Optimization exercise on an open flow, not production practice.
RTL: at most simulated, not proved equivalent.
Function not checked: runs 3 and 4.
Power: default activity.

==> flow/design.v <==
module assignment6 (
	output reg [15:0] result1,
	output reg [15:0] result2,
	input wire [7:0] character,
	input wire enable_character,
	input wire clk,
	input wire rst
);
	reg direction;           
	reg [9:0] q;
	reg [3:0] r1, r0;
	reg [3:0] d1, d0;
	function [3:0] nines(input [3:0] x);
		nines = {~(x[3] | x[2] | x[1]), x[2] ^ x[1], x[1], ~x[0]};
	endfunction
	function [3:0] tab10(input [3:0] x, input [39:0] t);
		integer i;
		begin
			tab10 = 4'd0;
			for (i = 0; i < 10; i = i + 1)
				tab10 = tab10 | ({4{x == i}} & t[4 * i +: 4]);
		end
	endfunction
	function [3:0] bcdsub(input [3:0] x, input [3:0] y);
		reg [4:0] t;
		begin
			t = {1'b0, x} - {1'b0, y};
			bcdsub = t[4] ? t[3:0] + 4'd10 : t[3:0];
		end
	endfunction
	function [4:0] bcdadd(input [3:0] x, input [3:0] y, input ci);
		reg [4:0] t;
		begin
			t = {1'b0, x} + {1'b0, y} + {4'd0, ci};
			bcdadd = t > 5'd9 ? {1'b1, t[3:0] + 4'd6} : t;
		end
	endfunction
	function [10:0] skadd10(input [9:0] a, input [9:0] b, input ci);
		reg [9:0] g, p, gg, pp;
		reg [10:0] c;
		integer i, l, j;
		begin
			g = a & b;
			p = a ^ b;
			gg = g;
			pp = p;
			for (l = 0; l < 4; l = l + 1)
				for (i = 0; i < 10; i = i + 1)
					if ((i >> l) & 1) begin
						j = ((i >> (l + 1)) << (l + 1)) + (1 << l) - 1;
						gg[i] = gg[i] | (pp[i] & gg[j]);
						pp[i] = pp[i] & pp[j];
					end
			c[0] = ci;
			for (i = 1; i <= 10; i = i + 1)
				c[i] = gg[i - 1] | (pp[i - 1] & ci);
			skadd10 = {c[10], p ^ c[9:0]};
		end
	endfunction
	wire is_digit = character[7:4] == 4'h3 && (!character[3] || character[2:1] == 2'b00);
	wire is_lr = character == "L" || character == "R";
	wire is_nl = character == 8'h0a;
	wire [3:0] dg = character[3:0];
	wire [3:0] rlo = r0;
	wire [7:0] r = {r1, r0};
	wire [10:0] gt;     
	wire [9:1] tie;     
	assign gt[0] = 1'b1;
	assign gt[1] = q > 10'd65  || (q == 10'd65  && r > 8'h53);
	assign gt[2] = q > 10'd131 || (q == 10'd131 && r > 8'h07);
	assign gt[3] = q > 10'd196 || (q == 10'd196 && r > 8'h60);
	assign gt[4] = q > 10'd262 || (q == 10'd262 && r > 8'h14);
	assign gt[5] = q > 10'd327 || (q == 10'd327 && r >= 8'h68);    
	assign gt[6] = q > 10'd393 || (q == 10'd393 && r > 8'h21);
	assign gt[7] = q > 10'd458 || (q == 10'd458 && r > 8'h75);
	assign gt[8] = q > 10'd524 || (q == 10'd524 && r > 8'h28);
	assign gt[9] = q > 10'd589 || (q == 10'd589 && r > 8'h82);
	assign gt[10] = 1'b0;
	assign tie[1] = q == 10'd65  && r == 8'h53;
	assign tie[2] = q == 10'd131 && r == 8'h07;
	assign tie[3] = q == 10'd196 && r == 8'h60;
	assign tie[4] = q == 10'd262 && r == 8'h14;
	assign tie[5] = 1'b0;
	assign tie[6] = q == 10'd393 && r == 8'h21;
	assign tie[7] = q == 10'd458 && r == 8'h75;
	assign tie[8] = q == 10'd524 && r == 8'h28;
	assign tie[9] = q == 10'd589 && r == 8'h82;
	wire [3:0] dj =
		({4{tie[1]}} & 4'd6) | ({4{tie[2]}} & 4'd2) | ({4{tie[3]}} & 4'd8) |
		({4{tie[4]}} & 4'd4) | ({4{tie[6]}} & 4'd6) | ({4{tie[7]}} & 4'd2) |
		({4{tie[8]}} & 4'd8) | ({4{tie[9]}} & 4'd4);
	wire e = (|tie) && dg >= dj;
	wire [3:0] nr0_j = dg - dj;
	wire [9:0] sel;
	genvar gi;
	generate
		for (gi = 0; gi <= 9; gi = gi + 1) begin : g_sel
			assign sel[gi] = gt[gi] && !gt[gi + 1];
		end
	endgenerate
	wire [9:0] nak =
		({10{sel[0]}} & ~10'd0)   | ({10{sel[1]}} & ~10'd655) | ({10{sel[2]}} & ~10'd286) |
		({10{sel[3]}} & ~10'd942) | ({10{sel[4]}} & ~10'd573) | ({10{sel[5]}} & ~10'd204) |
		({10{sel[6]}} & ~10'd860) | ({10{sel[7]}} & ~10'd491) | ({10{sel[8]}} & ~10'd122) |
		({10{sel[9]}} & ~10'd778);
	wire [3:0] bk1 =
		({4{sel[1]}} & 4'd3) | ({4{sel[2]}} & 4'd7) | ({4{sel[4]}} & 4'd4) |
		({4{sel[5]}} & 4'd8) | ({4{sel[6]}} & 4'd1) | ({4{sel[7]}} & 4'd5) |
		({4{sel[8]}} & 4'd8) | ({4{sel[9]}} & 4'd2);
	wire [3:0] bk0 =
		({4{sel[1]}} & 4'd6) | ({4{sel[2]}} & 4'd2) | ({4{sel[3]}} & 4'd8) |
		({4{sel[4]}} & 4'd4) | ({4{sel[6]}} & 4'd6) | ({4{sel[7]}} & 4'd2) |
		({4{sel[8]}} & 4'd8) | ({4{sel[9]}} & 4'd4);
	wire [9:0] y0m1 = {q[6:0], 3'b000} + {q[8:0], 1'b0} + {6'd0, r1} + nak;
	wire [9:0] y0 = y0m1 + 10'd1;
	wire b0k = dg < bk0;
	wire borrow_k = rlo < bk1 || (rlo == bk1 && b0k);
	wire [9:0] nq_k = borrow_k ? y0m1 : y0;
	wire [3:0] nr0_k = bcdsub(dg, bk0);
	wire [3:0] nr1_k = b0k ? bcdsub(rlo, bk1 + 4'd1) : bcdsub(rlo, bk1);
	wire [9:0] n_q = e ? 10'd0 : nq_k;
	wire [3:0] n_r1 = e ? 4'd0 : nr1_k;
	wire [3:0] n_r0 = e ? nr0_j : nr0_k;
	wire r_gt68 = r > 8'h68;
	wire r_gt36 = r > 8'h36;
	wire ge = gt[5];                                   
	wire flip = q > 10'd327 || (q == 10'd327 && r_gt68);    
	wire nz = q != 10'd0 || r != 8'h00;
	wire neg = direction ? ge : (nz && !flip);
	wire [3:0] f0 = tab10(r0, {4'd7, 4'd8, 4'd9, 4'd0, 4'd1, 4'd2, 4'd3, 4'd4, 4'd5, 4'd6});
	wire r0_gt6 = r0 > 4'd6;
	wire [3:0] f1 = r0_gt6 ? tab10(r1, {4'd3, 4'd4, 4'd5, 4'd6, 4'd7, 4'd8, 4'd9, 4'd0, 4'd1, 4'd2})
	                       : tab10(r1, {4'd4, 4'd5, 4'd6, 4'd7, 4'd8, 4'd9, 4'd0, 4'd1, 4'd2, 4'd3});
	wire [3:0] rm1 = flip ? f1 : r1;
	wire [3:0] rm0 = flip ? f0 : r0;
	wire d_nz = d0 != 4'd0 || d1 != 4'd0;
	wire d0_nz = d0 != 4'd0;
	wire [3:0] md0 = d0_nz ? 4'd10 - d0 : 4'd0;
	wire [3:0] md1 = d0_nz ? nines(d1) : (d1 != 4'd0 ? 4'd10 - d1 : 4'd0);
	wire [3:0] v1 = neg ? d1 : md1;
	wire [3:0] v0 = neg ? d0 : md0;
	wire rm_ge_v = rm1 > v1 || (rm1 == v1 && rm0 >= v0);
	wire nd_zero = rm1 == v1 && rm0 == v0;
	wire hit = d_nz && rm_ge_v;
	wire [3:0] o1 = neg ? nines(rm1) : rm1;
	wire [3:0] o0 = neg ? nines(rm0) : rm0;
	wire [4:0] u0 = bcdadd(d0, o0, neg);
	wire [4:0] u1 = bcdadd(d1, o1, u0[4]);
	wire turn = enable_character && is_nl;
	wire [9:0] xa = result2[9:0];
	wire [9:0] xb = q ^ {10{flip}};
	wire [9:0] xc = {10{flip}} & 10'd655;
	wire [9:0] cs_s = xa ^ xb ^ xc;
	wire [10:0] cs_c = {(xa & xb) | (xa & xc) | (xb & xc), flip && !r_gt36};
	wire [10:0] lo = skadd10(cs_s, cs_c[9:0], hit);
	wire up = lo[10] ^ cs_c[10] ^ flip;
	wire [5:0] hi_inc = result2[15:10] + 6'd1;
	wire [15:0] res2_next = {up ? hi_inc : result2[15:10], lo[9:0]};
	wire [15:0] res1_next = result1 + 16'd1;
	wire ld_a = rst || (enable_character && !is_lr);
	wire clr_a = rst || !is_digit;
	wire ld_t = rst || turn;
	wire ld_1 = rst || (turn && nd_zero);
	always @(posedge clk) begin
		if (enable_character && is_lr)
			direction <= character[4];    
		if (ld_a) begin
			q <= clr_a ? 10'd0 : n_q;
			r1 <= clr_a ? 4'd0 : n_r1;
			r0 <= clr_a ? 4'd0 : n_r0;
		end
		if (ld_t) begin
			d1 <= rst ? 4'd5 : u1[3:0];
			d0 <= rst ? 4'd0 : u0[3:0];
			result2 <= rst ? 16'd0 : res2_next;
		end
		if (ld_1)
			result1 <= rst ? 16'd0 : res1_next;
	end
endmodule
module aoc_dial_top (
	output wire [15:0] result_part1,
	output wire [15:0] result_part2,
	input wire [7:0] character,
	input wire enable_character,
	input wire clk,
	input wire rst
);
	assignment6 m_dial (result_part1, result_part2, character, enable_character, clk, rst);
endmodule
==> flow/flow/run.sh <==
#!/bin/bash
# The standard flow's layout (standard.sh) with three changes to how it is made:
# - synthesis is the standard flow's script, with ABC mapping by flow/abc_area.script
#   (registers are untouched: they are mapped before ABC runs);
# - plain buffers on the ports instead of the delay buffers buffer_ports
#   picks by default;
# - a clock tree of clkbuf_8 without dummy loads.
set -e
W=$PWD
export BUFFER_PORTS_ARGS="-buffer_cell sky130_fd_sc_hd__buf_2"
export CTS_ARGS="-sink_clustering_enable -repair_clock_nets -buf_list sky130_fd_sc_hd__clkbuf_8 -dont_use_dummy_load"
{
	echo "proc abc {args} { set i [lsearch \$args -script]; if {\$i >= 0} { lset args [expr {\$i + 1}] $W/flow/abc_area.script }; yosys abc {*}\$args }"
	cat synth_recipe.tcl
} > flow_synth.tcl
sed "s#SYNTH_SCRIPT=[^ ]*#SYNTH_SCRIPT=$W/flow_synth.tcl#" standard.sh > standard_flow_synth.sh
bash standard_flow_synth.sh synth > synth.log 2>&1
export SETUP_SLACK_MARGIN=13.3
bash standard.sh > standard.log 2>&1
==> flow/flow/abc_area.script <==
strash
ifraig
scorr
dc2
strash
dch -f
map -B 0.9
topo
stime -c
upsize -c
dnsize -c
==> flow/standard.sh <==
#!/bin/bash
# synth_recipe.tcl (not shown) runs the flow's synth.tcl, then flattens the netlist and writes it again
# the make line also repeats each setting of config.mk as NAME=value (left out here)
make -C /OpenROAD-flow-scripts/flow DESIGN_CONFIG=/design/flow/config.mk WORK_HOME=/design/flow/orfs CLKGATE_MAP_FILE= SYNTH_SCRIPT=/design/flow/synth_recipe.tcl "${@:-finish}"
==> flow/config.mk <==
export PLATFORM = sky130hd
export DESIGN_NAME = aoc_dial_top
export DESIGN_NICKNAME = aoc_dial_top
export VERILOG_FILES = /design/flow/design.v
export SDC_FILE = /design/flow/constraint.sdc
export NUM_CORES = 4
export LEC_CHECK = 0
export ABC_AREA = 1
export CAP_MARGIN = 20
export CORE_MARGIN = 2
export CORE_UTILIZATION = 40
export SLEW_MARGIN = 20
==> flow/constraint.sdc <==
create_clock -name core_clock -period 19.0 [get_ports {clk}]
set_input_delay 3.8000 -clock core_clock [delete_from_list [all_inputs] [get_ports {clk}]]
set_output_delay 3.8000 -clock core_clock [all_outputs]
set_load 0.01 [all_outputs]
==> metrics.cfg, run 1 <==
[synthesis]
synth_top_area_share_pct = 26.34
synth_cell_type_count = 50
ys_async_sr_fraction_pct = 0
synth_commonest_cells = clkinv_1 (178), nand2_1 (150), nor2_1 (117), ha_1 (72), a21oi_1 (63)
synth-seq-cells = 59
synth_edf_count = 59
postSynthCellCount = 920
synth_nets = 1022
synth-compound-area-share_pct = 14.60
ys_top_cells_by_area = edfxtp_1 (26%), ha_1 (13%), clkinv_1 (9.9%)
synthMuxAreaShare_pct = 0
yosys.area_share.simple_pct = 24.70
synth-main-ff-cell = edfxtp_1
synth_top_family_by_area = simple AND/OR/NAND/NOR gates
synth_xor_area_share_pct = 4.297
synth_fa_ha_area_share_pct = 19.05
synth_most_common_cell = clkinv_1
synthesis.area_um2 = 6726
yosysSeqAreaShare_pct = 26.34
yosys_warnings = 1
synth_area_leader_cell = edfxtp_1
synth_area_per_cell_um2 = 7.311

[sta]
min_period_ns = 5.905
setup_tns_ns = 0
rsz0062_at_grt = yes
finalHoldViolCount = 0
clock_skew_ns = 0.03540
setup_violations = 0
timing.slew.headroom_pct = 39.40
period_share_pct = 31.08
worst_slew_pin_slew_ns = 0.9069
maxSlewViolCount = 0
max_freq_mhz = 169.4

[cells_and_area]
fillers = 1674
area_growth_pct = 18.60
final_cell_area_um2 = 7978
antennaDiodeCount = 0
num-nets-final = 1121
drive_above_1_share_pct = 17.99

[critical_path]
arrival_ns = 6.04
rr_worst_depth = 32
worstSetupPathType = primary input to flop
end_kind = flop
reg2reg_from = m_dial.q[5]
max_stage_delay_ns = 0.44
critical-path-top-delay-family = adder cells
worst_ep_required_time_ns = 19.14
critPathLaunchType = primary input
crit_slowest_cell = fa_2
path_cells = buf_12 -> clkinv_16 -> ha_4 -> fa_2 -> fa_2 -> nand4_1 -> nand2_2 -> nor2_4 -> inv_4 -> nor2_4 -> nand3_2 -> nor2_2 -> nand2_2 -> xnor2_2 -> a21oi_1 -> o21a_1
startpoint = character[1]
crit_cells = 16
crit_fanout = 2
critPathBufInv = 3

[grt]
grt_use_met3_pct = 4.186
grt_pass1_vias = 6034
grt_use_total_pct = 20.48
grtUsageMet1_pct = 27.13
grt_pass1_wl_mm = 29.13
grt_max_degree = 31
grt_use_met2_pct = 32.85
gr-total-overflow = 0
grt_busiest_layer = met2
antenna_found_initial = 0

[pwr]
p_per_area_nw_per_um2 = 99.25
leakage_nw = 3.396
comb_power_share_pct = 63.9
switching_share_pct = 46.53
ir_drop_v = 0.00005583
clkPwrFrac_pct = 11.4
p_sw_w = 0.0003684
seq_power_share_pct = 24.8
intPower_w = 0.0004234

[die]
die_w_um = 133.7
core.rowCount = 47
die_h_um = 133.7
start_util_pct = 40.71
io_pins = 43
core_area_um2 = 16520
die-area_um2 = 17870

[routing]
route.detailed.drc = 0
drtPass1Iterations = 7
ant_nets = 0
vias_per_cell = 5.106
avgRoutedWirePerCell_um = 14.41
via_count = 6316
routed_wl_mm = 17.82
drtIter0Drc = 488

[clock_network]
cts_sinks = 59
cts_buffers = 9
ctsHoldBuffers = 0
cts_buffer_depth = 2
htree_levels = 3
insertion_delay_ns = 0.38
root_buffer = clkbuf_8
cts.reportedPaths.clkPinSlew_ns = 0.09
cts_tree = done

[worst_hold_path]
hold-path-cell-count = 1
hp-class = flop to flop
worstHoldStart = m_dial.result2[10]

[run]
maxCapViolations = 0

[place]
port-buffer-count = 42
placed_area_um2 = 7292
gp_congestion = 0.9311
hpwlAfterDp_mm = 13.79

[outcome]
status = timing/DRC/antenna clean

-- layout by cell type, fill, tap and decap left out, types with 6 or more instances in the layout --
cell / instances
inv_2: 14
nand2_2: 11
edfxtp_1: 59
o21ai_0: 54
buf_2: 40
buf_4: 45
nand4_1: 8
nor3_1: 27
clkinv_1: 170
nand2_1: 142
clkbuf_8: 9
xor2_1: 20
fa_1: 14
o211ai_1: 11
nor2_1: 107
a21oi_1: 62
ha_1: 70
a31oi_1: 6
xnor2_1: 10
nand3_1: 34
nor2_2: 7
or2_2: 6
-- cells by family (layout without fill, tap and decap cells) --
| kind of cell | count (synthesis) | after routing |
|---|---|---|
| simple gates | 376 | 376 |
| buf+inv | 194 | 291 |
| compound gates | 167 | 167 |
| fa+ha+maj | 91 | 91 |
| flops | 59 | 59 |
| xor+xnor | 33 | 33 |
-- cell type report --
type / instances / area, um^2 / share of cell area [%]
Tap cell: 220 / 275.3 / 3.450
Multi-Input combinational cell: 667 / 4436 / 55.60
Clock buffer: 9 / 123.9 / 1.553
Timing Repair Buffer: 88 / 589.3 / 7.387
Sequential cell: 59 / 1772 / 22.21
Inverter: 194 / 782.0 / 9.802
-- worst paths after layout --
kind	endpoint	slack (ns)
worst min-delay path	m_dial.result2[10]	0.64
worst min register to register	m_dial.result2[10]	0.64
worst max-delay path	m_dial.q[9]	13.10
worst max register to register	m_dial.d1[2]	13.63
-- stage by stage --
| stage | total power (W) | util (%) | worst slack, ns | hold slack (ns) | instances |
|---|---|---|---|---|---|
| after floorplan | 0.0005602 | - | 12.82 | 0.6360 | 920 |
| after CTS | 0.0007723 | 46.84 | 13.12 | 0.6405 | 1218 |
| after detailed placement | 0.0006608 | 44.13 | 12.29 | 0.6297 | 1184 |
| after global placement | 0.0006552 | 44.13 | 12.35 | 0.6026 | 1184 |
| after global routing | 0.0008805 | 48.28 | 13.00 | 0.6635 | 1237 |
| final | 0.0007918 | 48.28 | 13.10 | 0.6357 | 1237 |
-- state kept, by name, indices dropped and copies added (netlist names) --
register          cells
m_dial.r1             4
m_dial.d1             4
m_dial.q             10
m_dial.result2       16
m_dial.r0             4
m_dial.d0             4
m_dial.direction      1
m_dial.result1       16
-- metal layers --
layer / up-vias / share of wire (%)
met3: 35 / 4.7
li1: 3257 / -
met5: - / 0
met4: 0 / 3.3
met1: 2877 / 47
met2: 147 / 45
-- power by group through the flow --
stage	Combinational (W)	Clock (W)	Sequential (W)
after global routing	0.000585	0.0000965	0.000199
after detailed placement	0.000460	0	0.000201
final	0.000506	0.0000899	0.000196
after floorplan	0.000363	0	0.000197
after CTS	0.000485	0.0000919	0.000196
after global placement	0.000454	0	0.000202
-- timing repair --
item,in CTS,in global routing
buffers inserted,25,19
endpoints found under the setup margin,44,38
pin swaps,15,13
gates resized for setup,30,32
==> run 2, diff against run 1 <==
==> flow/flow/abc_area.script (replaced) <==
strash
ifraig
scorr
dc2
strash
&get -n
&st
&dch -f
&nf -R 1000
&put
topo
stime -c
upsize -c
dnsize -c
--- a/flow/config.mk
+++ b/flow/config.mk
@@ -9,4 +9,5 @@
 export CAP_MARGIN = 20
 export CORE_MARGIN = 2
-export CORE_UTILIZATION = 40
+export CORE_UTILIZATION = 60
+export PLACE_DENSITY = 0.7
 export SLEW_MARGIN = 20
==> metrics.cfg, run 2 <==
[outcome]
status = timing/DRC/antenna clean

[critical_path]
critPathLaunchType = flop
cp_common_cell = o21a_1
r2r_slack_ns = 13.09  ; -0.54 ns
critPathBufInv = 1  ; -2
max_stage_delay_ns = 0.58  ; +0.14 ns
worstSetupEndpoint = m_dial.result2[12]
worstSetupPathType = flop to flop
reg2reg_from = m_dial.q[1]
arrival_ns = 6.04  ; about the same
crit_fanout = 9  ; +7
rr_worst_depth = 27  ; -16%
worst_ep_required_time_ns = 19.13  ; about the same
crit_slowest_cell = edfxtp_1
critical-path-top-delay-family = compound AO/OA/AOI/OAI gates
end_kind = flop
crit_cells = 27  ; +11
r2r-end = m_dial.result2[12]
startpoint = m_dial.q[1]

[pwr]
p_per_area_nw_per_um2 = 116.0  ; +17%
intPower_w = 0.0005006  ; +18%
seq_power_share_pct = 22.6  ; -2.2 points
p_sw_w = 0.0004173  ; +13%
comb_power_share_pct = 67.8  ; +3.9 points
leakage_nw = 3.262  ; -3.9%
ir_drop_v = 0.0001327  ; +140%
clkPwrFrac_pct = 9.6  ; -1.8 points
switching_share_pct = 45.46  ; -1.1 points

[clock_network]
cts_tree = done
htree_levels = 3  ; unchanged
cts.reportedPaths.clkPinSlew_ns = 0.07  ; -0.02 ns
cts_buffer_depth = 2  ; unchanged
insertion_delay_ns = 0.35  ; -0.03 ns
cts_buffers = 9  ; unchanged
cts_sinks = 59  ; unchanged
root_buffer = clkbuf_8
ctsHoldBuffers = 0  ; unchanged

[synthesis]
synth-main-ff-cell = edfxtp_1
yosysSeqAreaShare_pct = 27.96  ; +1.6 points
synth_edf_count = 59  ; unchanged
yosys_warnings = 1  ; unchanged
synth-seq-cells = 59  ; unchanged
synth_top_area_share_pct = 27.96  ; +1.6 points
postSynthCellCount = 741  ; -19%
synth_area_per_cell_um2 = 8.551  ; +17%
synth_area_leader_cell = edfxtp_1
synth_cell_type_count = 53  ; +6.0%
synth_commonest_cells = nor2_1 (77), ha_1 (72), clkinv_1 (69), a21oi_1 (64), edfxtp_1 (59)
ys_async_sr_fraction_pct = 0  ; unchanged
synthesis.area_um2 = 6336  ; -5.8%
synth_most_common_cell = nor2_1
ys_top_cells_by_area = edfxtp_1 (28%), ha_1 (14%), fa_1 (6.0%)
synth_nets = 843  ; -18%

[die]
io_pins = 43  ; unchanged
die_w_um = 106.8  ; -20%
core.rowCount = 37  ; -21%
die_h_um = 106.8  ; -20%
die-area_um2 = 11400  ; -36%
start_util_pct = 61.65  ; +21 points
core_area_um2 = 10280  ; -38%

[routing]
vias_per_cell = 6.476  ; +27%
routed_wl_mm = 20.75  ; +16%
via_count = 6541  ; +3.6%
ant_nets = 0  ; unchanged
route.detailed.drc = 0  ; unchanged
avgRoutedWirePerCell_um = 20.54  ; +43%
drtPass1Iterations = 6  ; -1
drtIter0Drc = 749  ; +53%

[cells_and_area]
area_growth_pct = 24.92
layout_common_cells = buf_4 (77), ha_1 (69), clkinv_1 (64), nor2_1 (63), edfxtp_1 (59)
fillers = 718  ; -57%
reg_top3 = m_dial.result1 x16, m_dial.result2 x16, m_dial.q x10
num-nets-final = 977  ; -13%
final_util_pct = 77.01  ; +29 points
final_cell_area_um2 = 7915  ; -0.78%
drive_above_1_share_pct = 24.17  ; +6.2 points
mostFrequentLayoutCell = buf_4
fin_cells = 1010  ; -18%

[sta]
rsz0062_at_grt = yes
worst_slew_pin_slew_ns = 0.7937  ; -0.1132 ns
worst_slack_ns = 13.09  ; -0.01030 ns
min_period_ns = 5.915  ; +0.01030 ns
timing.slew.headroom_pct = 47.09  ; +7.7 points
maxSlewViolCount = 0  ; unchanged
clock_skew_ns = 0.02308  ; -0.01232 ns
setup_violations = 0  ; unchanged
finalHoldViolCount = 0  ; unchanged
period_share_pct = 31.13  ; +0.054 points
setup_tns_ns = 0  ; unchanged
max_freq_mhz = 169.1  ; -0.17%

[place]
placed_area_um2 = 6792  ; -6.9%
dp_cells = 920  ; -22%
port-buffer-count = 42  ; unchanged
hpwlAfterDp_mm = 13.54  ; -1.8%
gp_congestion = 0.9786  ; +5.1%
place_ws_ns = 12.42  ; +0.1325 ns

[grt]
grt_pass1_vias = 6182  ; +2.5%
grt_max_degree = 46  ; +48%
grt_use_total_pct = 34.57  ; +14 points
grt_pass1_wl_mm = 30.56  ; +4.9%
gr-total-overflow = 0  ; unchanged
antenna_found_initial = 0  ; unchanged

[worst_hold_path]
hp-class = flop to flop
worstHoldStart = m_dial.result1[0]

[run]
maxCapViolations = 0  ; unchanged

run 2: cell count changes in the layout (fill, tap and decap cells not counted), sizes merged, moves of 20 or more:
cell / before / now
nand2: 157 / 58
inv: 22 / 2
clkinv: 172 / 66
nor3: 31 / 58
buf: 88 / 122
o21ai: 62 / 30
nor2: 119 / 77
run 2: how the worst min path moves through the flow:
stage                              end  slack, ns  cells after the start
floorplan           m_dial.result2[10]       0.65                      1
global placement     m_dial.result1[0]       0.62                      1
detailed placement   m_dial.result1[0]       0.63                      1
CTS                  m_dial.result1[0]       0.64                      1
global route         m_dial.result1[0]       0.66                      1
finish               m_dial.result1[0]       0.64                      1
run 2: cell type report:
type / instances / area [um^2] / share of cell area, %
sequential: 59 / 1772 / 22.38
inverter: 70 / 284.0 / 3.588
timing repair buffer: 122 / 843.3 / 10.65
antenna: 1 / 2.502 / 0.03162
tap: 136 / 170.2 / 2.150
multi-input combinational: 613 / 4720 / 59.63
clock buffer: 9 / 123.9 / 1.565
run 2: kinds of logic (layout without fill, tap and decap cells):
group | after synthesis | in the layout | synth area share (%)
DFF | 59 | 59 | 27.96
and+or+nand+nor | 307 | 307 | 24.19
AOI/OAI and AO/OA | 160 | 161 | 15.88
other | 0 | 1 | 0
xor gates and xnor gates | 48 | 48 | 6.635
muxes | 6 | 6 | 0.9676
adders and majority gates | 91 | 91 | 20.22
buffers and inverters | 70 | 201 | 4.147
run 2: per-stage QoR:
step | hold slack [ns] | power, W
6_report | 0.6388 | 0.0009179
5_1_grt | 0.6561 | 0.0009774
4_1_cts | 0.6378 | 0.0008120
3_5_place_dp | 0.6270 | 0.0006826
3_3_place_gp | 0.6198 | 0.0006549
2_1_floorplan | 0.6481 | 0.0005736
run 2: power groups by stage:
stage,combinational [W],clock (W),sequential [W]
2_1_floorplan,0.000370,0,0.000204
3_3_place_gp,0.000448,0,0.000207
3_5_place_dp,0.000474,0,0.000209
4_1_cts,0.000522,0.0000867,0.000203
5_1_grt,0.000676,0.0000917,0.000209
6_report,0.000622,0.0000881,0.000207
run 2: timing repair:
item / CTS / global route
buffers inserted: 48 / 31
endpoints found under the setup margin: 25 / 14
pin swaps: 30 / 20
cloned: 1 / 0
gates resized for setup: 38 / 51
run 2: metal layers:
layer / track usage (%) / wire, um
met1: 43.15 / 7942
met4: 15.03 / 993
met5: 0 / 0
met2: 57.37 / 9935
met3: 8.024 / 1876
==> run 3, diff against run 2 <==
--- a/flow/design.v
+++ b/flow/design.v
@@ -112,9 +112,13 @@
 		({4{sel[4]}} & 4'd4) | ({4{sel[6]}} & 4'd6) | ({4{sel[7]}} & 4'd2) |
 		({4{sel[8]}} & 4'd8) | ({4{sel[9]}} & 4'd4);
-	wire [9:0] y0m1 = {q[6:0], 3'b000} + {q[8:0], 1'b0} + {6'd0, r1} + nak;
-	wire [9:0] y0 = y0m1 + 10'd1;
+	wire [9:0] ya = {q[6:0], 3'b000}, yb = {q[8:0], 1'b0}, yc = {6'd0, r1};
+	wire [9:0] ys1 = ya ^ yb ^ yc;
+	wire [9:0] yc1 = {(ya[8:0] & yb[8:0]) | (ya[8:0] & yc[8:0]) | (yb[8:0] & yc[8:0]), 1'b0};
+	wire [9:0] ys2 = ys1 ^ yc1 ^ nak;
+	wire [9:0] yc2 = {(ys1[8:0] & yc1[8:0]) | (ys1[8:0] & nak[8:0]) | (yc1[8:0] & nak[8:0]), 1'b0};
 	wire b0k = dg < bk0;
 	wire borrow_k = rlo < bk1 || (rlo == bk1 && b0k);
-	wire [9:0] nq_k = borrow_k ? y0m1 : y0;
+	wire [10:0] yk = skadd10(ys2, yc2, !borrow_k);
+	wire [9:0] nq_k = yk[9:0];
 	wire [3:0] nr0_k = bcdsub(dg, bk0);
 	wire [3:0] nr1_k = b0k ? bcdsub(rlo, bk1 + 4'd1) : bcdsub(rlo, bk1);
--- a/flow/flow/run.sh
+++ b/flow/flow/run.sh
@@ -16,4 +16,4 @@
 sed "s#SYNTH_SCRIPT=[^ ]*#SYNTH_SCRIPT=$W/flow_synth.tcl#" standard.sh > standard_flow_synth.sh
 bash standard_flow_synth.sh synth > synth.log 2>&1
-export SETUP_SLACK_MARGIN=13.3
+export SETUP_SLACK_MARGIN=13.2
 bash standard.sh > standard.log 2>&1
--- a/flow/config.mk
+++ b/flow/config.mk
@@ -9,5 +9,4 @@
 export CAP_MARGIN = 20
 export CORE_MARGIN = 2
-export CORE_UTILIZATION = 60
-export PLACE_DENSITY = 0.7
+export CORE_UTILIZATION = 40
 export SLEW_MARGIN = 20
==> metrics.cfg, run 3 <==
[clock_network]
htree_levels = 3  ; unchanged
cts_sinks = 59  ; unchanged
root_buffer = clkbuf_8
ctsHoldBuffers = 0  ; unchanged
cts.reportedPaths.clkPinSlew_ns = 0.08  ; about the same
cts_buffer_depth = 2  ; unchanged
cts_buffers = 9  ; unchanged
cts_tree = done
insertion_delay_ns = 0.37  ; +0.02 ns

[sta]
rsz0062_at_grt = yes
setup_tns_ns = 0  ; unchanged
maxSlewViolCount = 0  ; unchanged
setup_violations = 0  ; unchanged
finalHoldViolCount = 0  ; unchanged
max_freq_mhz = 161.4  ; -4.5%
min_period_ns = 6.194  ; +0.2793 ns
period_share_pct = 32.60  ; +1.5 points
timing.slew.headroom_pct = 48.08  ; +0.99 points
clock_skew_ns = 0.02769  ; +0.004605 ns
worst_slew_pin_slew_ns = 0.7707  ; -0.02300 ns
worst_slack_ns = 12.81  ; -0.2793 ns

[synthesis]
synth_top_area_share_pct = 28.69  ; +0.73 points
synth_area_leader_cell = edfxtp_1
synth-seq-cells = 59  ; unchanged
synth_commonest_cells = nor2_1 (73), ha_1 (72), a21oi_1 (60), edfxtp_1 (59), nand2_1 (53)
synth-main-ff-cell = edfxtp_1
synth_most_common_cell = nor2_1
postSynthCellCount = 706  ; -4.7%
synth_nets = 806  ; -4.4%
yosysSeqAreaShare_pct = 28.69  ; +0.73 points
synthesis.area_um2 = 6175  ; -2.5%
ys_top_cells_by_area = edfxtp_1 (29%), ha_1 (15%), fa_1 (5.5%)
ys_async_sr_fraction_pct = 0  ; unchanged
synth_cell_type_count = 61  ; +15%
yosys_warnings = 1  ; unchanged
synth_area_per_cell_um2 = 8.746  ; +2.3%
synth_edf_count = 59  ; unchanged

[place]
dp_cells = 939  ; +2.1%
gp_congestion = 0.9496  ; -3.0%
place_ws_ns = 11.98  ; -0.4414 ns
hpwlAfterDp_mm = 12.42  ; -8.3%
port-buffer-count = 42  ; unchanged

[die]
start_util_pct = 40.77  ; -21 points
core.rowCount = 45  ; +22%
die_w_um = 128.2  ; +20%
io_pins = 43  ; unchanged
core_area_um2 = 15150  ; +47%
die-area_um2 = 16450  ; +44%
die_h_um = 128.2  ; +20%

[critical_path]
r2r_slack_ns = 12.96  ; -0.13 ns
reg2reg_from = m_dial.q[4]
worstSetupPathType = primary input to flop
arrival_ns = 6.30  ; +0.26 ns
worst_ep_required_time_ns = 19.11  ; -0.02 ns
worstSetupEndpoint = m_dial.q[9]
startpoint = character[1]
end_kind = flop
crit_fanout = 3  ; -6
r2r-end = m_dial.result2[15]
critPathLaunchType = primary input
rr_worst_depth = 31  ; +15%

[worst_hold_path]
hp-class = flop to flop
hold-path-cell-count = 1  ; unchanged

[pwr]
leakage_nw = 3.382  ; +3.7%
clkPwrFrac_pct = 10.5  ; +0.9 points
comb_power_share_pct = 65.6  ; -2.2 points
intPower_w = 0.0004892  ; -2.3%
switching_share_pct = 41.76  ; -3.7 points
p_per_area_nw_per_um2 = 106.1  ; -8.5%
p_sw_w = 0.0003508  ; -16%
seq_power_share_pct = 23.9  ; +1.3 points
ir_drop_v = 0.00006612  ; -50%

[cells_and_area]
area_growth_pct = 28.17
reg_top3 = m_dial.result1 x16, m_dial.result2 x16, m_dial.q x10
final_util_pct = 52.25  ; -25 points
drive_above_1_share_pct = 25.06  ; +0.89 points
num-nets-final = 960  ; -1.7%
mostFrequentLayoutCell = buf_4
antennaDiodeCount = 0  ; -1
fin_cells = 1046  ; +3.6%
layout_common_cells = buf_4 (83), ha_1 (71), nor2_1 (66), edfxtp_1 (59), a21oi_1 (53)

[routing]
ant_nets = 0  ; unchanged
avgRoutedWirePerCell_um = 17.66  ; -14%
vias_per_cell = 5.725  ; -12%
drtIter0Drc = 307  ; -59%
routed_wl_mm = 18.48  ; -11%
route.detailed.drc = 0  ; unchanged
via_count = 5988  ; -8.5%
drtPass1Iterations = 4  ; -2

[grt]
grt_pass1_vias = 5845  ; -5.5%
grt_pass1_wl_mm = 29.49  ; -3.5%
antenna_found_initial = 0  ; unchanged
gr-total-overflow = 0  ; unchanged
grt_max_degree = 46  ; unchanged
grt_use_total_pct = 22.78  ; -12 points

[run]
maxCapViolations = 0  ; unchanged

[outcome]
status = timing/DRC/antenna clean

==> run 3: cell count changes after synthesis, sizes merged, moves of 5 or more <==
| cell | previous run | this run |
|---|---|---|
| a21oi | 65 | 60 |
| a31oi | 5 | 14 |
| a21o | 12 | 17 |
| clkinv | 69 | 47 |
| o21ai | 30 | 35 |
| xnor2 | 29 | 24 |
| nor3 | 58 | 41 |
| nand3 | 20 | 15 |
| a211oi | 9 | 2 |
==> run 3: metal layers <==
layer	track usage, %	part of all wire [%]	up-vias
met4	7.563	2.7	0
met3	4.341	4.3	42
met2	37.61	47	162
met5	0	0	-
met1	30.04	46	2861
li1	-	-	2923
==> run 3: kinds of logic after synthesis <==
group                      share of synthesized area (%)
DFF                                                28.69
buffers and inverters                              2.959
muxes                                             0.5066
and+or+nand+nor                                    24.38
AOI/OAI and AO/OA                                  17.83
xor gates and xnor gates                           5.532
adders and majority gates                          20.10
==> run 3: layout make-up <==
| class | count | area [um^2] |
|---|---|---|
| Tap cell | 188 | 235.2 |
| Timing Repair Buffer | 142 | 1071 |
| Sequential cell | 59 | 1772 |
| Clock buffer | 9 | 123.9 |
| Inverter | 48 | 202.7 |
| Multi-Input combinational cell | 600 | 4509 |
| Fill cell | 1383 | 7232 |
==> run 3: power by group through the flow <==
| stage | registers (W) | clock network [W] | logic (W) |
|---|---|---|---|
| global route | 0.000203 | 0.0000955 | 0.000616 |
| floorplan | 0.000204 | 0 | 0.000331 |
| global placement | 0.000208 | 0 | 0.000408 |
| finish | 0.000200 | 0.0000884 | 0.000551 |
| CTS | 0.000200 | 0.0000923 | 0.000494 |
| detailed placement | 0.000209 | 0 | 0.000420 |
==> run 3: what timing repair did <==
item                       in CTS  in global routing
pin swaps                      21                 21
gates cloned                    1                  1
setup endpoints to repair      22                 18
gates resized for setup        43                 36
setup buffers                  80                 16
==> run 3: worst min-delay path by stage <==
stage,startpoint,end,slack [ns]
floorplan,m_dial.result1[0],m_dial.result1[0],0.65
global placement,m_dial.result1[0],m_dial.result1[0],0.63
detailed placement,m_dial.result1[0],m_dial.result1[0],0.64
CTS,m_dial.result1[0],m_dial.result1[0],0.65
global route,m_dial.result2[10],m_dial.result2[10],0.68
finish,m_dial.result1[0],m_dial.result1[0],0.65
==> run 3: per-stage QoR <==
stage	power, W	hold slack (ns)	instance area, um^2
3_3_place_gp	0.0006158	0.6338	6709
4_1_cts	0.0007869	0.6541	7647
2_1_floorplan	0.0005349	0.6470	6241
5_1_grt	0.0009147	0.6812	7914
3_5_place_dp	0.0006290	0.6423	6709
6_report	0.0008400	0.6543	7914
==> run 3: critical path, stage by stage <==
cell	delay (ns)
buf_12	0.09
clkinv_8	0.04
ha_4	0.15
fa_2	0.35
fa_2	0.38
a31oi_4	0.18
a31oi_4	0.11
nor2b_2	0.15
o21ai_2	0.07
nand2b_1	0.09
a21o_1	0.15
a21o_1	0.14
a21o_1	0.14
a21o_1	0.14
and2_4	0.15
o21a_1	0.12
nor3_1	0.04
==> run 4, diff against run 3 <==
--- a/flow/design.v
+++ b/flow/design.v
@@ -117,5 +117,6 @@
 	wire [9:0] ys2 = ys1 ^ yc1 ^ nak;
 	wire [9:0] yc2 = {(ys1[8:0] & yc1[8:0]) | (ys1[8:0] & nak[8:0]) | (yc1[8:0] & nak[8:0]), 1'b0};
-	wire b0k = dg < bk0;
+	wire b0k = ((sel[2] || sel[7]) && dg < 4'd2) || ((sel[4] || sel[9]) && dg < 4'd4) ||
+		((sel[1] || sel[6]) && dg < 4'd6) || ((sel[3] || sel[8]) && dg < 4'd8);
 	wire borrow_k = rlo < bk1 || (rlo == bk1 && b0k);
 	wire [10:0] yk = skadd10(ys2, yc2, !borrow_k);
@@ -159,6 +160,6 @@
 	wire [10:0] lo = skadd10(cs_s, cs_c[9:0], hit);
 	wire up = lo[10] ^ cs_c[10] ^ flip;
-	wire [5:0] hi_inc = result2[15:10] + 6'd1;
-	wire [15:0] res2_next = {up ? hi_inc : result2[15:10], lo[9:0]};
+	wire [5:0] hi_ones = {&result2[14:10], &result2[13:10], &result2[12:10], &result2[11:10], result2[10], 1'b1};
+	wire [15:0] res2_next = {result2[15:10] ^ ({6{up}} & hi_ones), lo[9:0]};
 	wire [15:0] res1_next = result1 + 16'd1;
 	wire ld_a = rst || (enable_character && !is_lr);
==> metrics.cfg, run 4 <==
[pwr]
finalPower_w = 0.0009008  ; +7.2%
p_per_area_nw_per_um2 = 107.0  ; +0.78%
leakage_nw = 3.527  ; +4.3%
ir_drop_v = 0.00006917  ; +4.6%

[critical_path]
end_kind = flop
critPathLaunchType = flop
worstSetupEndpoint = m_dial.result2[15]
cp_common_cell = a21o_1
worstSetupPathType = flop to flop
r2r-end = m_dial.result2[15]
reg2reg_from = m_dial.q[4]
startpoint = m_dial.q[4]
crit_fanout = 6  ; +3
arrival_ns = 6.26  ; -0.04 ns
worst_ep_required_time_ns = 19.10  ; about the same
crit_slowest_cell = edfxtp_1
max_stage_delay_ns = 0.46  ; +0.08 ns
r2r_slack_ns = 12.85  ; -0.11 ns
rr_worst_depth = 32  ; +3.2%

[synthesis]
synth_most_common_cell = ha_1
synth-compound-area-share_pct = 17.19  ; -0.64 points
synth_fa_ha_area_share_pct = 19.59  ; -0.51 points
synth_area_leader_cell = edfxtp_1
synth_nets = 827  ; +2.6%
synth-main-ff-cell = edfxtp_1
synthesis.area_um2 = 6361  ; +3.0%
synth-seq-cells = 59  ; unchanged
synth_xor_area_share_pct = 5.921  ; +0.39 points
yosys.area_share.simple_pct = 25.67  ; +1.3 points
yosysSeqAreaShare_pct = 27.85  ; -0.84 points
yosys_warnings = 1  ; unchanged
synth_area_per_cell_um2 = 8.762  ; +0.18%
postSynthCellCount = 726  ; +2.8%
synthMuxAreaShare_pct = 0.8261  ; +0.32 points
synth_commonest_cells = ha_1 (74), nor2_1 (70), a21oi_1 (62), edfxtp_1 (59), nand2_1 (53)
synth_cell_type_count = 68  ; +11%
synth_top_family_by_area = simple AND/OR/NAND/NOR gates
ys_top_cells_by_area = edfxtp_1 (28%), ha_1 (15%), fa_1 (5.0%)
ys_async_sr_fraction_pct = 0  ; unchanged
synth_top_area_share_pct = 27.85  ; -0.84 points
synth_edf_count = 59  ; unchanged

[sta]
rsz0062_at_grt = yes
finalHoldViolCount = 0  ; unchanged
setup_violations = 0  ; unchanged
maxSlewViolCount = 0  ; unchanged
setup_tns_ns = 0  ; unchanged
worst_slew_pin_slew_ns = 0.9508  ; +0.1801 ns
min_period_ns = 6.153  ; -0.04120 ns
timing.slew.headroom_pct = 35.81  ; -12 points
clock_skew_ns = 0.01822  ; -0.009471 ns
whs_ns = 0.6496  ; -0.004703 ns
max_freq_mhz = 162.5  ; +0.67%
period_share_pct = 32.38  ; -0.22 points
worst_slack_ns = 12.85  ; +0.04120 ns

[clock_network]
htree_levels = 3  ; unchanged
root_buffer = clkbuf_8
cts_buffers = 9  ; unchanged
ctsHoldBuffers = 0  ; unchanged
cts_sinks = 59  ; unchanged
cts_tree = done
cts_buffer_depth = 2  ; unchanged
cts.reportedPaths.clkPinSlew_ns = 0.07  ; about the same
insertion_delay_ns = 0.37  ; about the same

[cells_and_area]
antennaDiodeCount = 0  ; unchanged
mostFrequentLayoutCell = buf_4
reg_top3 = m_dial.result1 x16, m_dial.result2 x16, m_dial.q x10
drive_above_1_share_pct = 30.33  ; +5.3 points
num-nets-final = 990  ; +3.1%
area_growth_pct = 32.38
layout_common_cells = buf_4 (99), ha_1 (67), nor2_1 (64), edfxtp_1 (59), a21oi_1 (50)

[worst_hold_path]
hp-class = flop to flop

[grt]
grt_use_total_pct = 22.85  ; +0.068 points
gr-total-overflow = 0  ; unchanged
antenna_found_initial = 0  ; unchanged
grt_pass1_wl_mm = 30.14  ; +2.2%
grt_pass1_vias = 5971  ; +2.2%
grt_max_degree = 45  ; -2.2%

[outcome]
status = timing/DRC/antenna clean

[die]
core.rowCount = 46  ; +2.2%
io_pins = 43  ; unchanged
die-area_um2 = 16930  ; +2.9%
die_w_um = 130.1  ; +1.5%
die_h_um = 130.1  ; +1.5%
core_area_um2 = 15710  ; +3.7%
start_util_pct = 40.48  ; -0.28 points

[routing]
drtPass1Iterations = 7  ; +3
drtIter0Drc = 457  ; +49%
avgRoutedWirePerCell_um = 17.85  ; +1.1%
via_count = 6281  ; +4.9%
vias_per_cell = 5.694  ; -0.53%
ant_nets = 0  ; unchanged
route.detailed.drc = 0  ; unchanged
routed_wl_mm = 19.69  ; +6.6%

[place]
hpwlAfterDp_mm = 12.93  ; +4.1%
place_ws_ns = 12.22  ; +0.2392 ns
gp_congestion = 0.9114  ; -4.0%
port-buffer-count = 42  ; unchanged

[run]
maxCapViolations = 0  ; unchanged

## run 4: cell types whose count changed after synthesis, moves of 6 or more
| cell | before | now |
|---|---|---|
| nand3_1 | 15 | 24 |
| nand4_1 | 12 | 6 |
| a211oi_1 | 2 | 9 |
| nor3_1 | 41 | 48 |
## run 4: cell type report
| type | instances | area (um^2) |
|---|---|---|
| Timing Repair Buffer | 151 | 1097 |
| Tap cell | 216 | 270.3 |
| Fill cell | 1417 | 7292 |
| Sequential cell | 59 | 1772 |
| Multi-Input combinational cell | 618 | 4966 |
| Inverter | 50 | 191.4 |
| Clock buffer | 9 | 123.9 |
## run 4: logic make-up after synthesis
kind of cell,Yosys count
xor+xnor,43
mux,5
buf+inv,50
compound gates,171
fa+ha+maj,90
simple gates,308
flops,59
## run 4: how the worst min path moves through the flow
stage                                  start  slack [ns]                 end  cells after the start
after global routing       m_dial.result1[0]        0.71   m_dial.result1[0]                      1
final                      m_dial.result1[0]        0.65   m_dial.result1[0]                      1
after floorplan            m_dial.result1[0]        0.65   m_dial.result1[0]                      1
after CTS                  m_dial.result1[0]        0.65   m_dial.result1[0]                      1
after detailed placement  m_dial.result2[11]        0.63  m_dial.result2[11]                      2
after global placement    m_dial.result2[11]        0.63  m_dial.result2[11]                      2
## run 4: per-stage QoR
stage          instances  instance area, um^2  util, %
2_1_floorplan        726                 6437        -
3_3_place_gp         985                 6925    44.08
3_5_place_dp         985                 6925    44.08
4_1_cts             1066                 7899    50.27
5_1_grt             1103                 8421    53.59
6_report            1103                 8421    53.59
## run 4: repair_timing
item                       in CTS  in global routing
setup buffers                  71                 37
gates resized for setup        68                 56
setup endpoints to repair      64                 61
gates cloned                    1                  0
pin swaps                      25                 33
## run 4: layer usage
layer  GRT usage [%]  vias to the layer above  part of all wire (%)
met4           9.741                        0                   3.7
met3           4.305                       55                   4.9
met5               0                        -                     0
li1                -                     3023                     -
met2           38.50                      202                    48
met1           28.73                     3001                    43
## run 4: worst max-delay path: cells and delay by family, from the launching register on
kind                   cells  cell delay (ns)
AO/OA/AOI/OAI             12             2.13
XOR/XNOR                   1             0.14
buffers and inverters      3             0.41
flip-flops                 1             0.46
AND/OR/NAND/NOR           16             2.72
## run 4: where the power goes
group | internal (W) | switching, W | leakage, nW
Sequential | 0.000175 | 0.0000302 | 0.613
Clock | 0.0000422 | 0.0000512 | 0.0647
Combinational | 0.000299 | 0.000303 | 2.85
Total | 0.000516 | 0.000385 | 3.53
==> run 5, diff against run 4 <==
--- a/flow/design.v
+++ b/flow/design.v
@@ -112,14 +112,10 @@
 		({4{sel[4]}} & 4'd4) | ({4{sel[6]}} & 4'd6) | ({4{sel[7]}} & 4'd2) |
 		({4{sel[8]}} & 4'd8) | ({4{sel[9]}} & 4'd4);
-	wire [9:0] ya = {q[6:0], 3'b000}, yb = {q[8:0], 1'b0}, yc = {6'd0, r1};
-	wire [9:0] ys1 = ya ^ yb ^ yc;
-	wire [9:0] yc1 = {(ya[8:0] & yb[8:0]) | (ya[8:0] & yc[8:0]) | (yb[8:0] & yc[8:0]), 1'b0};
-	wire [9:0] ys2 = ys1 ^ yc1 ^ nak;
-	wire [9:0] yc2 = {(ys1[8:0] & yc1[8:0]) | (ys1[8:0] & nak[8:0]) | (yc1[8:0] & nak[8:0]), 1'b0};
+	wire [9:0] y0m1 = {q[6:0], 3'b000} + {q[8:0], 1'b0} + {6'd0, r1} + nak;
+	wire [9:0] y0 = y0m1 + 10'd1;
 	wire b0k = ((sel[2] || sel[7]) && dg < 4'd2) || ((sel[4] || sel[9]) && dg < 4'd4) ||
 		((sel[1] || sel[6]) && dg < 4'd6) || ((sel[3] || sel[8]) && dg < 4'd8);
 	wire borrow_k = rlo < bk1 || (rlo == bk1 && b0k);
-	wire [10:0] yk = skadd10(ys2, yc2, !borrow_k);
-	wire [9:0] nq_k = yk[9:0];
+	wire [9:0] nq_k = borrow_k ? y0m1 : y0;
 	wire [3:0] nr0_k = bcdsub(dg, bk0);
 	wire [3:0] nr1_k = b0k ? bcdsub(rlo, bk1 + 4'd1) : bcdsub(rlo, bk1);
--- a/flow/flow/run.sh
+++ b/flow/flow/run.sh
@@ -16,4 +16,4 @@
 sed "s#SYNTH_SCRIPT=[^ ]*#SYNTH_SCRIPT=$W/flow_synth.tcl#" standard.sh > standard_flow_synth.sh
 bash standard_flow_synth.sh synth > synth.log 2>&1
-export SETUP_SLACK_MARGIN=13.2
+export SETUP_SLACK_MARGIN=13.3
 bash standard.sh > standard.log 2>&1
==> metrics.cfg, run 5 <==
[place]
placed_area_um2 = 7017  ; +1.3%
hpwlAfterDp_mm = 12.67  ; -2.0%
gp_congestion = 1.015  ; +11%
port-buffer-count = 42  ; unchanged

[synthesis]
synth_area_leader_cell = edfxtp_1
ys_top_cells_by_area = edfxtp_1 (28%), ha_1 (14%), fa_1 (5.6%)
yosysSeqAreaShare_pct = 27.55  ; -0.30 points
synth_top_family_by_area = simple AND/OR/NAND/NOR gates
synth-compound-area-share_pct = 16.15  ; -1.0 points
synth_xor_area_share_pct = 6.809  ; +0.89 points
synth_cell_type_count = 72  ; +5.9%
postSynthCellCount = 734  ; +1.1%
synth_edf_count = 59  ; unchanged
synth_most_common_cell = nor2_1
synth-seq-cells = 59  ; unchanged
synth_top_area_share_pct = 27.55  ; -0.30 points
synth_nets = 836  ; +1.1%
synth_commonest_cells = nor2_1 (82), ha_1 (73), a21oi_1 (66), edfxtp_1 (59), clkinv_1 (57)
yosys.area_share.simple_pct = 24.90  ; -0.77 points
synth_area_per_cell_um2 = 8.762  ; about the same
yosys_warnings = 1  ; unchanged
synth-main-ff-cell = edfxtp_1
synthesis.area_um2 = 6431  ; +1.1%
synthMuxAreaShare_pct = 0.9533  ; +0.13 points
ys_async_sr_fraction_pct = 0  ; unchanged
synth_fa_ha_area_share_pct = 19.81  ; +0.21 points

[pwr]
p_per_area_nw_per_um2 = 104.4  ; -2.4%
ir_drop_v = 0.00006831  ; -1.2%
leakage_nw = 3.253  ; -7.8%

[clock_network]
root_buffer = clkbuf_8
ctsHoldBuffers = 0  ; unchanged
insertion_delay_ns = 0.37  ; about the same
cts_sinks = 59  ; unchanged
cts_tree = done
htree_levels = 3  ; unchanged
cts_buffers = 9  ; unchanged
cts_buffer_depth = 2  ; unchanged
cts.reportedPaths.clkPinSlew_ns = 0.07  ; about the same

[die]
die_w_um = 130.8  ; +0.53%
start_util_pct = 40.63  ; +0.15 points
io_pins = 43  ; unchanged
core_area_um2 = 15830  ; +0.73%
die-area_um2 = 17110  ; +1.1%
die_h_um = 130.8  ; +0.53%
core.rowCount = 46  ; unchanged

[critical_path]
crit_slowest_cell = edfxtp_1
arrival_ns = 6.16  ; -0.10 ns
cp_common_cell = o21a_1
critPathLaunchType = flop
worst_ep_required_time_ns = 19.11  ; about the same
max_stage_delay_ns = 0.48  ; +0.02 ns
end_kind = flop
critical-path-top-delay-family = compound AO/OA/AOI/OAI gates
crit_fanout = 6  ; unchanged
worstSetupPathType = flop to flop
critPathBufInv = 1  ; -2

[routing]
routed_wl_mm = 17.77  ; -9.7%
vias_per_cell = 5.665  ; -0.52%
route.detailed.drc = 0  ; unchanged
drtPass1Iterations = 5  ; -2
ant_nets = 0  ; unchanged
drtIter0Drc = 333  ; -27%
via_count = 6090  ; -3.0%
avgRoutedWirePerCell_um = 16.53  ; -7.4%

[cells_and_area]
area_growth_pct = 23.99
drive_above_1_share_pct = 25.26  ; -5.1 points
reg_top3 = m_dial.result1 x16, m_dial.result2 x16, m_dial.q x10
num-nets-final = 963  ; -2.7%
fillers = 1486  ; +4.9%
final_cell_area_um2 = 7974  ; -5.3%
antennaDiodeCount = 0  ; unchanged
layout_common_cells = buf_4 (73), nor2_1 (72), ha_1 (71), a21oi_1 (60), edfxtp_1 (59)
mostFrequentLayoutCell = buf_4

[grt]
gr-total-overflow = 0  ; unchanged
grt_pass1_vias = 5954  ; -0.28%
grt_pass1_wl_mm = 28.61  ; -5.1%
grt_max_degree = 45  ; unchanged
grt_use_total_pct = 21.23  ; -1.6 points
antenna_found_initial = 0  ; unchanged

[sta]
min_period_ns = 6.052  ; -0.1012 ns
max_freq_mhz = 165.2  ; +1.7%
rsz0062_at_grt = yes
period_share_pct = 31.85  ; -0.53 points
maxSlewViolCount = 0  ; unchanged
setup_tns_ns = 0  ; unchanged
whs_ns = 0.6581  ; +0.008524 ns
finalHoldViolCount = 0  ; unchanged
setup_violations = 0  ; unchanged
clock_skew_ns = 0.02322  ; +0.005004 ns
worst_slew_pin_slew_ns = 0.6554  ; -0.2954 ns
timing.slew.headroom_pct = 56.31  ; +20 points

[worst_hold_path]
hp-class = flop to flop

[run]
maxCapViolations = 0  ; unchanged

[outcome]
status = timing/DRC/antenna clean

[run 5: cell count changes in the layout (fill, tap and decap cells not counted), sizes merged, moves of 5 or more]
cell / previous run / this run
a21o: 16 / 10
a21oi: 63 / 69
buf: 151 / 114
clkinv: 46 / 56
nand2: 57 / 48
nand3: 26 / 18
nand4: 6 / 11
nor2: 73 / 87
or3: 8 / 3
xnor2: 28 / 36
[run 5: cells by family after synthesis]
family / Yosys count
multiplexers: 6
buffers and inverters: 65
AND/OR/NAND/NOR: 301
flip-flops: 59
adder cells (fa/ha/maj): 91
XOR/XNOR: 50
AO/OA/AOI/OAI: 162
[run 5: area by class of cell]
class                      instances  area, um^2  share of cell area [%]
tap                              216       270.3                   3.389
sequential                        59        1772                   22.22
inverter                          65       284.0                   3.562
multi-input combinational        611        4757                   59.66
timing repair buffer             115       767.0                   9.619
clock buffer                       9       123.9                   1.553
[run 5: what timing repair did]
| item | in CTS | in global routing |
|---|---|---|
| gates resized for setup | 36 | 29 |
| buffers inserted | 57 | 15 |
| endpoints found under the setup margin | 40 | 33 |
| pin swaps | 14 | 13 |
| gates cloned | 1 | 0 |
[run 5: layer usage]
metal	track usage [%]	vias to the layer above	part of all wire, %
li1	-	2927	-
met1	26.92	2916	43
met2	35.29	203	49
met3	3.217	44	4.7
met4	10.70	0	3.3
met5	0	-	0
[run 5: report_power, final]
group,internal (W),switching (W),leakage (nW)
Sequential,0.000174,0.0000242,0.613
Combinational,0.000246,0.000297,2.58
Clock,0.0000420,0.0000484,0.0647
Total,0.000463,0.000370,3.25
[run 5: path summary, 6_finish.rpt]
path	startpoint	end	slack, ns	cells past startpoint
worst max-delay path	m_dial.r1[3]	m_dial.result2[15]	12.95	32
worst min-delay path	m_dial.result1[0]	m_dial.result1[0]	0.66	1
worst max register to register	m_dial.r1[3]	m_dial.result2[15]	12.95	32
worst min register to register	m_dial.result1[0]	m_dial.result1[0]	0.66	1
[run 5: stage by stage]
step / total power (W) / cells / utilization, % / setup WS (ns)
4_1_cts: 0.0007928 / 1060 / 48.75 / 13.21
3_5_place_dp: 0.0006727 / 993 / 44.33 / 12.39
3_3_place_gp: 0.0006568 / 993 / 44.33 / 12.52
2_1_floorplan: 0.0005728 / 734 / - / 13.10
5_1_grt: 0.0009079 / 1075 / 50.38 / 12.79
6_report: 0.0008324 / 1075 / 50.38 / 12.95
==> run 6, diff against run 5 <==
==> flow/flow/abc_area.script (replaced) <==
strash
ifraig
scorr
dc2
strash
&get -n
&st
&dch -f
&nf -R 1000
&put
&get -n
&st
&dch -f
&nf -R 1000
&put
topo
stime -c
upsize -c
dnsize -c
==> metrics.cfg, run 6 <==
[critical_path]
crit_slowest_cell = edfxtp_1
worstSetupPathType = flop to flop
cp_common_cell = o21a_1
crit_fanout = 8  ; +2
end_kind = flop
critPathLaunchType = flop
arrival_ns = 6.14  ; -0.02 ns
worst_ep_required_time_ns = 19.10  ; about the same
max_stage_delay_ns = 0.51  ; +0.03 ns

[synthesis]
synth_most_common_cell = ha_1
yosysSeqAreaShare_pct = 27.85  ; +0.30 points
postSynthCellCount = 736  ; +0.27%
synthesis.area_um2 = 6362  ; -1.1%
synth_nets = 838  ; +0.24%
synth_area_leader_cell = edfxtp_1
synth_edf_count = 59  ; unchanged
ys_top_cells_by_area = edfxtp_1 (28%), ha_1 (14%), fa_1 (5.7%)
yosys_warnings = 1  ; unchanged
synth_area_per_cell_um2 = 8.644  ; -1.3%
synth-main-ff-cell = edfxtp_1
synth_top_area_share_pct = 27.85  ; +0.30 points
ys_async_sr_fraction_pct = 0  ; unchanged
synth_cell_type_count = 58  ; -19%
synth_commonest_cells = ha_1 (73), nor2_1 (71), clkinv_1 (63), a21oi_1 (60), edfxtp_1 (59)
synth-seq-cells = 59  ; unchanged

[die]
io_pins = 43  ; unchanged
start_util_pct = 40.49  ; -0.14 points
die_h_um = 130.1  ; -0.52%
die_w_um = 130.1  ; -0.52%
core.rowCount = 46  ; unchanged
die-area_um2 = 16930  ; -1.0%
core_area_um2 = 15710  ; -0.73%

[place]
gp_congestion = 0.9334  ; -8.0%
place_ws_ns = 12.05  ; -0.3409 ns
hpwlAfterDp_mm = 13.06  ; +3.1%
port-buffer-count = 42  ; unchanged

[routing]
routed_wl_mm = 17.90  ; +0.69%
drtPass1Iterations = 5  ; unchanged
route.detailed.drc = 0  ; unchanged
avgRoutedWirePerCell_um = 16.49  ; -0.24%
drtIter0Drc = 323  ; -3.0%
vias_per_cell = 5.539  ; -2.2%
ant_nets = 0  ; unchanged
via_count = 6010  ; -1.3%

[pwr]
leakage_nw = 3.293  ; +1.2%
ir_drop_v = 0.00006318  ; -7.5%
p_per_area_nw_per_um2 = 103.9  ; -0.47%

[sta]
worst_slack_ns = 12.96  ; +0.01170 ns
min_period_ns = 6.040  ; -0.01170 ns
rsz0062_at_grt = yes
setup_violations = 0  ; unchanged
max_freq_mhz = 165.6  ; +0.19%
period_share_pct = 31.79  ; -0.062 points
worst_slew_pin_slew_ns = 0.8968  ; +0.2414 ns
setup_tns_ns = 0  ; unchanged
finalHoldViolCount = 0  ; unchanged
whs_ns = 0.6374  ; -0.02073 ns
clock_skew_ns = 0.03130  ; +0.008076 ns
timing.slew.headroom_pct = 40.17  ; -16 points
maxSlewViolCount = 0  ; unchanged

[grt]
gr-total-overflow = 0  ; unchanged
grt_pass1_wl_mm = 28.72  ; +0.38%
antenna_found_initial = 0  ; unchanged
grt_pass1_vias = 5812  ; -2.4%
grt_use_total_pct = 21.69  ; +0.45 points
grt_max_degree = 45  ; unchanged

[clock_network]
cts_buffer_depth = 2  ; unchanged
cts_sinks = 59  ; unchanged
cts_tree = done
htree_levels = 3  ; unchanged
ctsHoldBuffers = 0  ; unchanged
cts_buffers = 9  ; unchanged
root_buffer = clkbuf_8
cts.reportedPaths.clkPinSlew_ns = 0.08  ; about the same
insertion_delay_ns = 0.37  ; about the same

[cells_and_area]
layout_common_cells = buf_4 (82), ha_1 (70), nor2_1 (64), clkinv_1 (59), edfxtp_1 (59)
final_util_pct = 50.73  ; +0.35 points
mostFrequentLayoutCell = buf_4
num-nets-final = 973  ; +1.0%
antennaDiodeCount = 0  ; unchanged
reg_top3 = m_dial.result1 x16, m_dial.result2 x16, m_dial.q x10
area_growth_pct = 25.29
drive_above_1_share_pct = 25.09  ; -0.18 points

[worst_hold_path]
hp-class = flop to flop

[outcome]
status = timing/DRC/antenna clean

[run]
maxCapViolations = 0  ; unchanged

run 6: changes by cell type after synthesis, sizes merged, moves of 5 or more:
cell,before,now
a31oi,9,16
clkinv,57,63
a21oi,69,61
nand4,11,5
nor2,86,74
nand3,18,24
nor3,51,56
nor2b,18,11
run 6: per-stage QoR:
step | power, W | instances | instance area [um^2]
finish | 0.0008282 | 1085 | 7971
global route | 0.0009099 | 1085 | 7971
CTS | 0.0008123 | 1069 | 7747
detailed placement | 0.0006687 | 995 | 6973
global placement | 0.0006555 | 995 | 6973
floorplan | 0.0005679 | 736 | 6485
run 6: critical path, delay by kind of cell, from the launching register on:
kind / cells / cell delay, ns
AOI/OAI and AO/OA: 15 / 2.54
xor gates and xnor gates: 1 / 0.16
adders and majority gates: 1 / 0.31
buffers and inverters: 1 / 0.20
DFF: 1 / 0.51
and+or+nand+nor: 14 / 2.07
run 6: worst paths after layout:
path	cells after the start	slack [ns]	end	from
worst min-delay path	1	0.64	m_dial.result1[15]	m_dial.result1[15]
worst max-delay path	32	12.96	m_dial.result2[15]	m_dial.r1[3]
worst min register to register	1	0.64	m_dial.result1[15]	m_dial.result1[15]
worst max register to register	32	12.96	m_dial.result2[15]	m_dial.r1[3]
run 6: report_power, final:
group | total (W) | internal (W) | leakage (nW) | switching [W]
registers | 0.000201 | 0.000175 | 0.613 | 0.0000267
clock network | 0.0000900 | 0.0000421 | 0.0647 | 0.0000479
logic | 0.000537 | 0.000249 | 2.61 | 0.000288
run 6: layout make-up:
cell class / count / area [um^2]
inverters: 68 / 282.8
multi-input cells: 610 / 4693
clock buffers: 9 / 123.9
well taps: 216 / 270.3
repair buffers: 123 / 829.5
flip-flops and latches: 59 / 1772
fillers: 1501 / 7741
run 6: what timing repair did:
item | 4_1_cts | 5_1_grt
buffers inserted | 64 | 16
pin swaps | 33 | 29
setup endpoints to repair | 41 | 40
gates cloned | 1 | 0
gates resized for setup | 36 | 23
run 6: metal layers:
layer	vias up	global-route usage, %	wire length [um]
li1	2963	-	-
met1	2841	27.49	7904
met2	160	35.85	8688
met3	46	3.116	653
met4	0	11.51	648
met5	-	0	0
run 6: cells by family (layout without fill, tap and decap cells):
family                     count (synthesis)  in the layout  share of synthesized area [%]
adders and majority gates                 91             91                          20.02
muxes                                      5              5                         0.8063
AOI/OAI and AO/OA                        172            173                          17.46
and+or+nand+nor                          291            291                          22.97
DFF                                       59             59                          27.85
buffers and inverters                     68            200                          4.012
xor gates and xnor gates                  50             50                          6.883
==> run 7, diff against run 6 <==
==> flow/flow/run.sh (replaced) <==
#!/bin/bash
# Standard layout, with plain buffers on the ports instead of the delay
# buffers buffer_ports picks by default, and a clock tree of small buffers
# without dummy loads.
set -e
export BUFFER_PORTS_ARGS="-buffer_cell sky130_fd_sc_hd__buf_2"
export CTS_ARGS="-sink_clustering_enable -repair_clock_nets -buf_list sky130_fd_sc_hd__clkbuf_8 -dont_use_dummy_load"
export SETUP_SLACK_MARGIN=13.3
bash standard.sh > standard.log 2>&1
removed: flow/flow/abc_area.script
==> metrics.cfg, run 7 <==
[outcome]
status = timing/DRC/antenna clean

[die]
die_w_um = 139.7  ; +7.4%
core_area_um2 = 18020  ; +15%
io_pins = 43  ; unchanged
die-area_um2 = 19530  ; +15%
die_h_um = 139.7  ; +7.4%
core.rowCount = 49  ; +6.5%

[routing]
top_layer = met4
ant_nets = 0  ; unchanged
wl_met2_mm = 8.841  ; +1.8%
drtPass1Iterations = 5  ; unchanged
avgRoutedWirePerCell_um = 14.59  ; -12%
dr_wl_met3_um = 975  ; +49%
drtIter0Drc = 476  ; +47%
via_count = 7071  ; +18%

[pwr]
clkPwrFrac_pct = 11.2  ; +0.3 points
p_sw_w = 0.0003744  ; +3.3%
seq_power_share_pct = 24.8  ; +0.5 points
comb_power_share_pct = 64.0  ; -0.8 points
p_per_area_nw_per_um2 = 94.57  ; -9.0%
switching_share_pct = 48.08  ; +4.3 points
ir_drop_v = 0.00003953  ; -37%
intPower_w = 0.0004043  ; -13%

[grt]
gr-total-overflow = 0  ; unchanged
antenna_found_initial = 0  ; unchanged
grt_pass1_vias = 6696  ; +15%
grt_pass1_wl_mm = 32.63  ; +14%

[sta]
clock_skew_ns = 0.01821  ; -0.01309 ns
min_period_ns = 5.444  ; -0.5965 ns
period_share_pct = 28.65  ; -3.1 points
setup_tns_ns = 0  ; unchanged
finalHoldViolCount = 0  ; unchanged
maxSlewViolCount = 0  ; unchanged
worst_slew_pin_slew_ns = 0.6565  ; -0.2403 ns
max_freq_mhz = 183.7  ; +11%

[place]
hpwlAfterDp_mm = 15.98  ; +22%
port-buffer-count = 42  ; unchanged
place_ws_ns = 12.64  ; +0.5889 ns
dp_cells = 1321  ; +33%
gp_congestion = 0.9962  ; +6.7%

[cells_and_area]
drive_above_1_share_pct = 13.70  ; -11 points
multiInputGateArea_um2 = 4900  ; +4.4%
regArea_um2 = 1772  ; unchanged
fin_cells = 1360  ; +25%
mostFrequentLayoutCell = nand2_1
antennaDiodeCount = 0  ; unchanged
fillers = 1934  ; +29%
area_growth_pct = 11.75

[critical_path]
crit_fanout = 8  ; unchanged
critPathLaunchType = primary input
startpoint = character[3]
end_kind = flop
worst_ep_required_time_ns = 19.16  ; +0.06 ns
critical-path-top-delay-family = simple AND/OR/NAND/NOR gates

[worst_hold_path]
hp-class = flop to flop

[synthesis]
synth_most_common_cell = nand2_1
synth-seq-cells = 59  ; unchanged
ys_async_sr_fraction_pct = 0  ; unchanged
synth-main-ff-cell = edfxtp_1
postSynthCellCount = 1065  ; +45%
synth_commonest_cells = nand2_1 (209), inv_1 (172), nor2_1 (140), ha_1 (73), nand3_1 (68)
synth_nets = 1167  ; +39%
yosys_warnings = 1  ; unchanged
ys_top_cells_by_area = edfxtp_1 (24%), ha_1 (12%), nand2_1 (11%)
synth_edf_count = 59  ; unchanged

[clock_network]
cts.reportedPaths.clkPinSlew_ns = 0.07  ; about the same
root_buffer = clkbuf_8
htree_levels = 3  ; unchanged
cts_buffers = 9  ; unchanged
cts_buffer_depth = 2  ; unchanged
ctsHoldBuffers = 0  ; unchanged

run 7: cell count changes after synthesis, moves of 11 or more:
cell	before	now
xnor2_1	34	14
nand2_1	52	209
and3_1	17	4
inv_1	0	172
a31oi_1	15	2
nor3_1	53	23
clkinv_1	63	1
nor2_1	71	140
xor2_1	16	34
nand2_2	0	16
o21ai_0	25	56
nand3_1	24	68
nor2b_1	11	0
nand4_1	5	25
run 7: cell type report:
class | count | share of cell area, %
inverter | 188 | 8.721
timing repair buffer | 72 | 5.287
sequential | 59 | 21.51
tap | 229 | 3.479
clock buffer | 9 | 1.504
multi-input combinational | 803 | 59.50
run 7: what timing repair did:
item | in CTS | in global routing
pin swaps | 0 | 6
setup buffers | 9 | 20
setup endpoints to repair | 45 | 52
hold endpoints to repair | 0 | 0
gates resized for setup | 8 | 19
run 7: worst reg2reg max path: cells and delay by family (launching register included):
| family | cells | cell delay, ns |
|---|---|---|
| xor+xnor | 2 | 0.50 |
| simple gates | 10 | 1.03 |
| flops | 1 | 0.52 |
| compound gates | 6 | 0.78 |
| buf+inv | 6 | 0.72 |
| fa+ha+maj | 5 | 1.57 |
run 7: metrics by stage:
stage	power (W)	utilization (%)	instance area, um^2
3_3_place_gp	0.0006727	43.33	7810
4_1_cts	0.0007732	44.48	8018
5_1_grt	0.0008613	45.69	8235
2_1_floorplan	0.0005623	-	7377
6_report	0.0007788	45.69	8235
3_5_place_dp	0.0006794	43.33	7810
run 7: worst paths after layout:
kind	to	slack [ns]	cells after the start
setup reg to reg	m_dial.d1[2]	13.61	29
hold reg to reg	m_dial.result2[15]	0.63	2
setup / recovery	m_dial.q[7]	13.56	9
hold / removal	m_dial.result2[15]	0.63	2
run 7: logic make-up after synthesis:
logic type                 Yosys count  share of synthesized area (%)
and+or+nand+nor                    515                          30.66
buffers and inverters              203                          10.66
AOI/OAI and AO/OA                  147                          11.36
adders and majority gates           91                          17.28
DFF                                 59                          24.04
xor gates and xnor gates            48                          5.705
muxes                                2                         0.2886
run 7: power groups by stage:
stage	clock network, W	registers (W)	logic, W
3_3_place_gp	0	0.000198	0.000475
3_5_place_dp	0	0.000198	0.000481
5_1_grt	0.0000942	0.000195	0.000572
4_1_cts	0.0000906	0.000194	0.000488
6_report	0.0000872	0.000193	0.000498
2_1_floorplan	0	0.000192	0.000371
run 7: routing by layer:
layer | vias up | GRT usage, %
li1 | 3630 | -
met1 | 3208 | 29.37
met2 | 204 | 32.76
met3 | 29 | 1.893
met4 | 0 | 6.474
met5 | - | 0
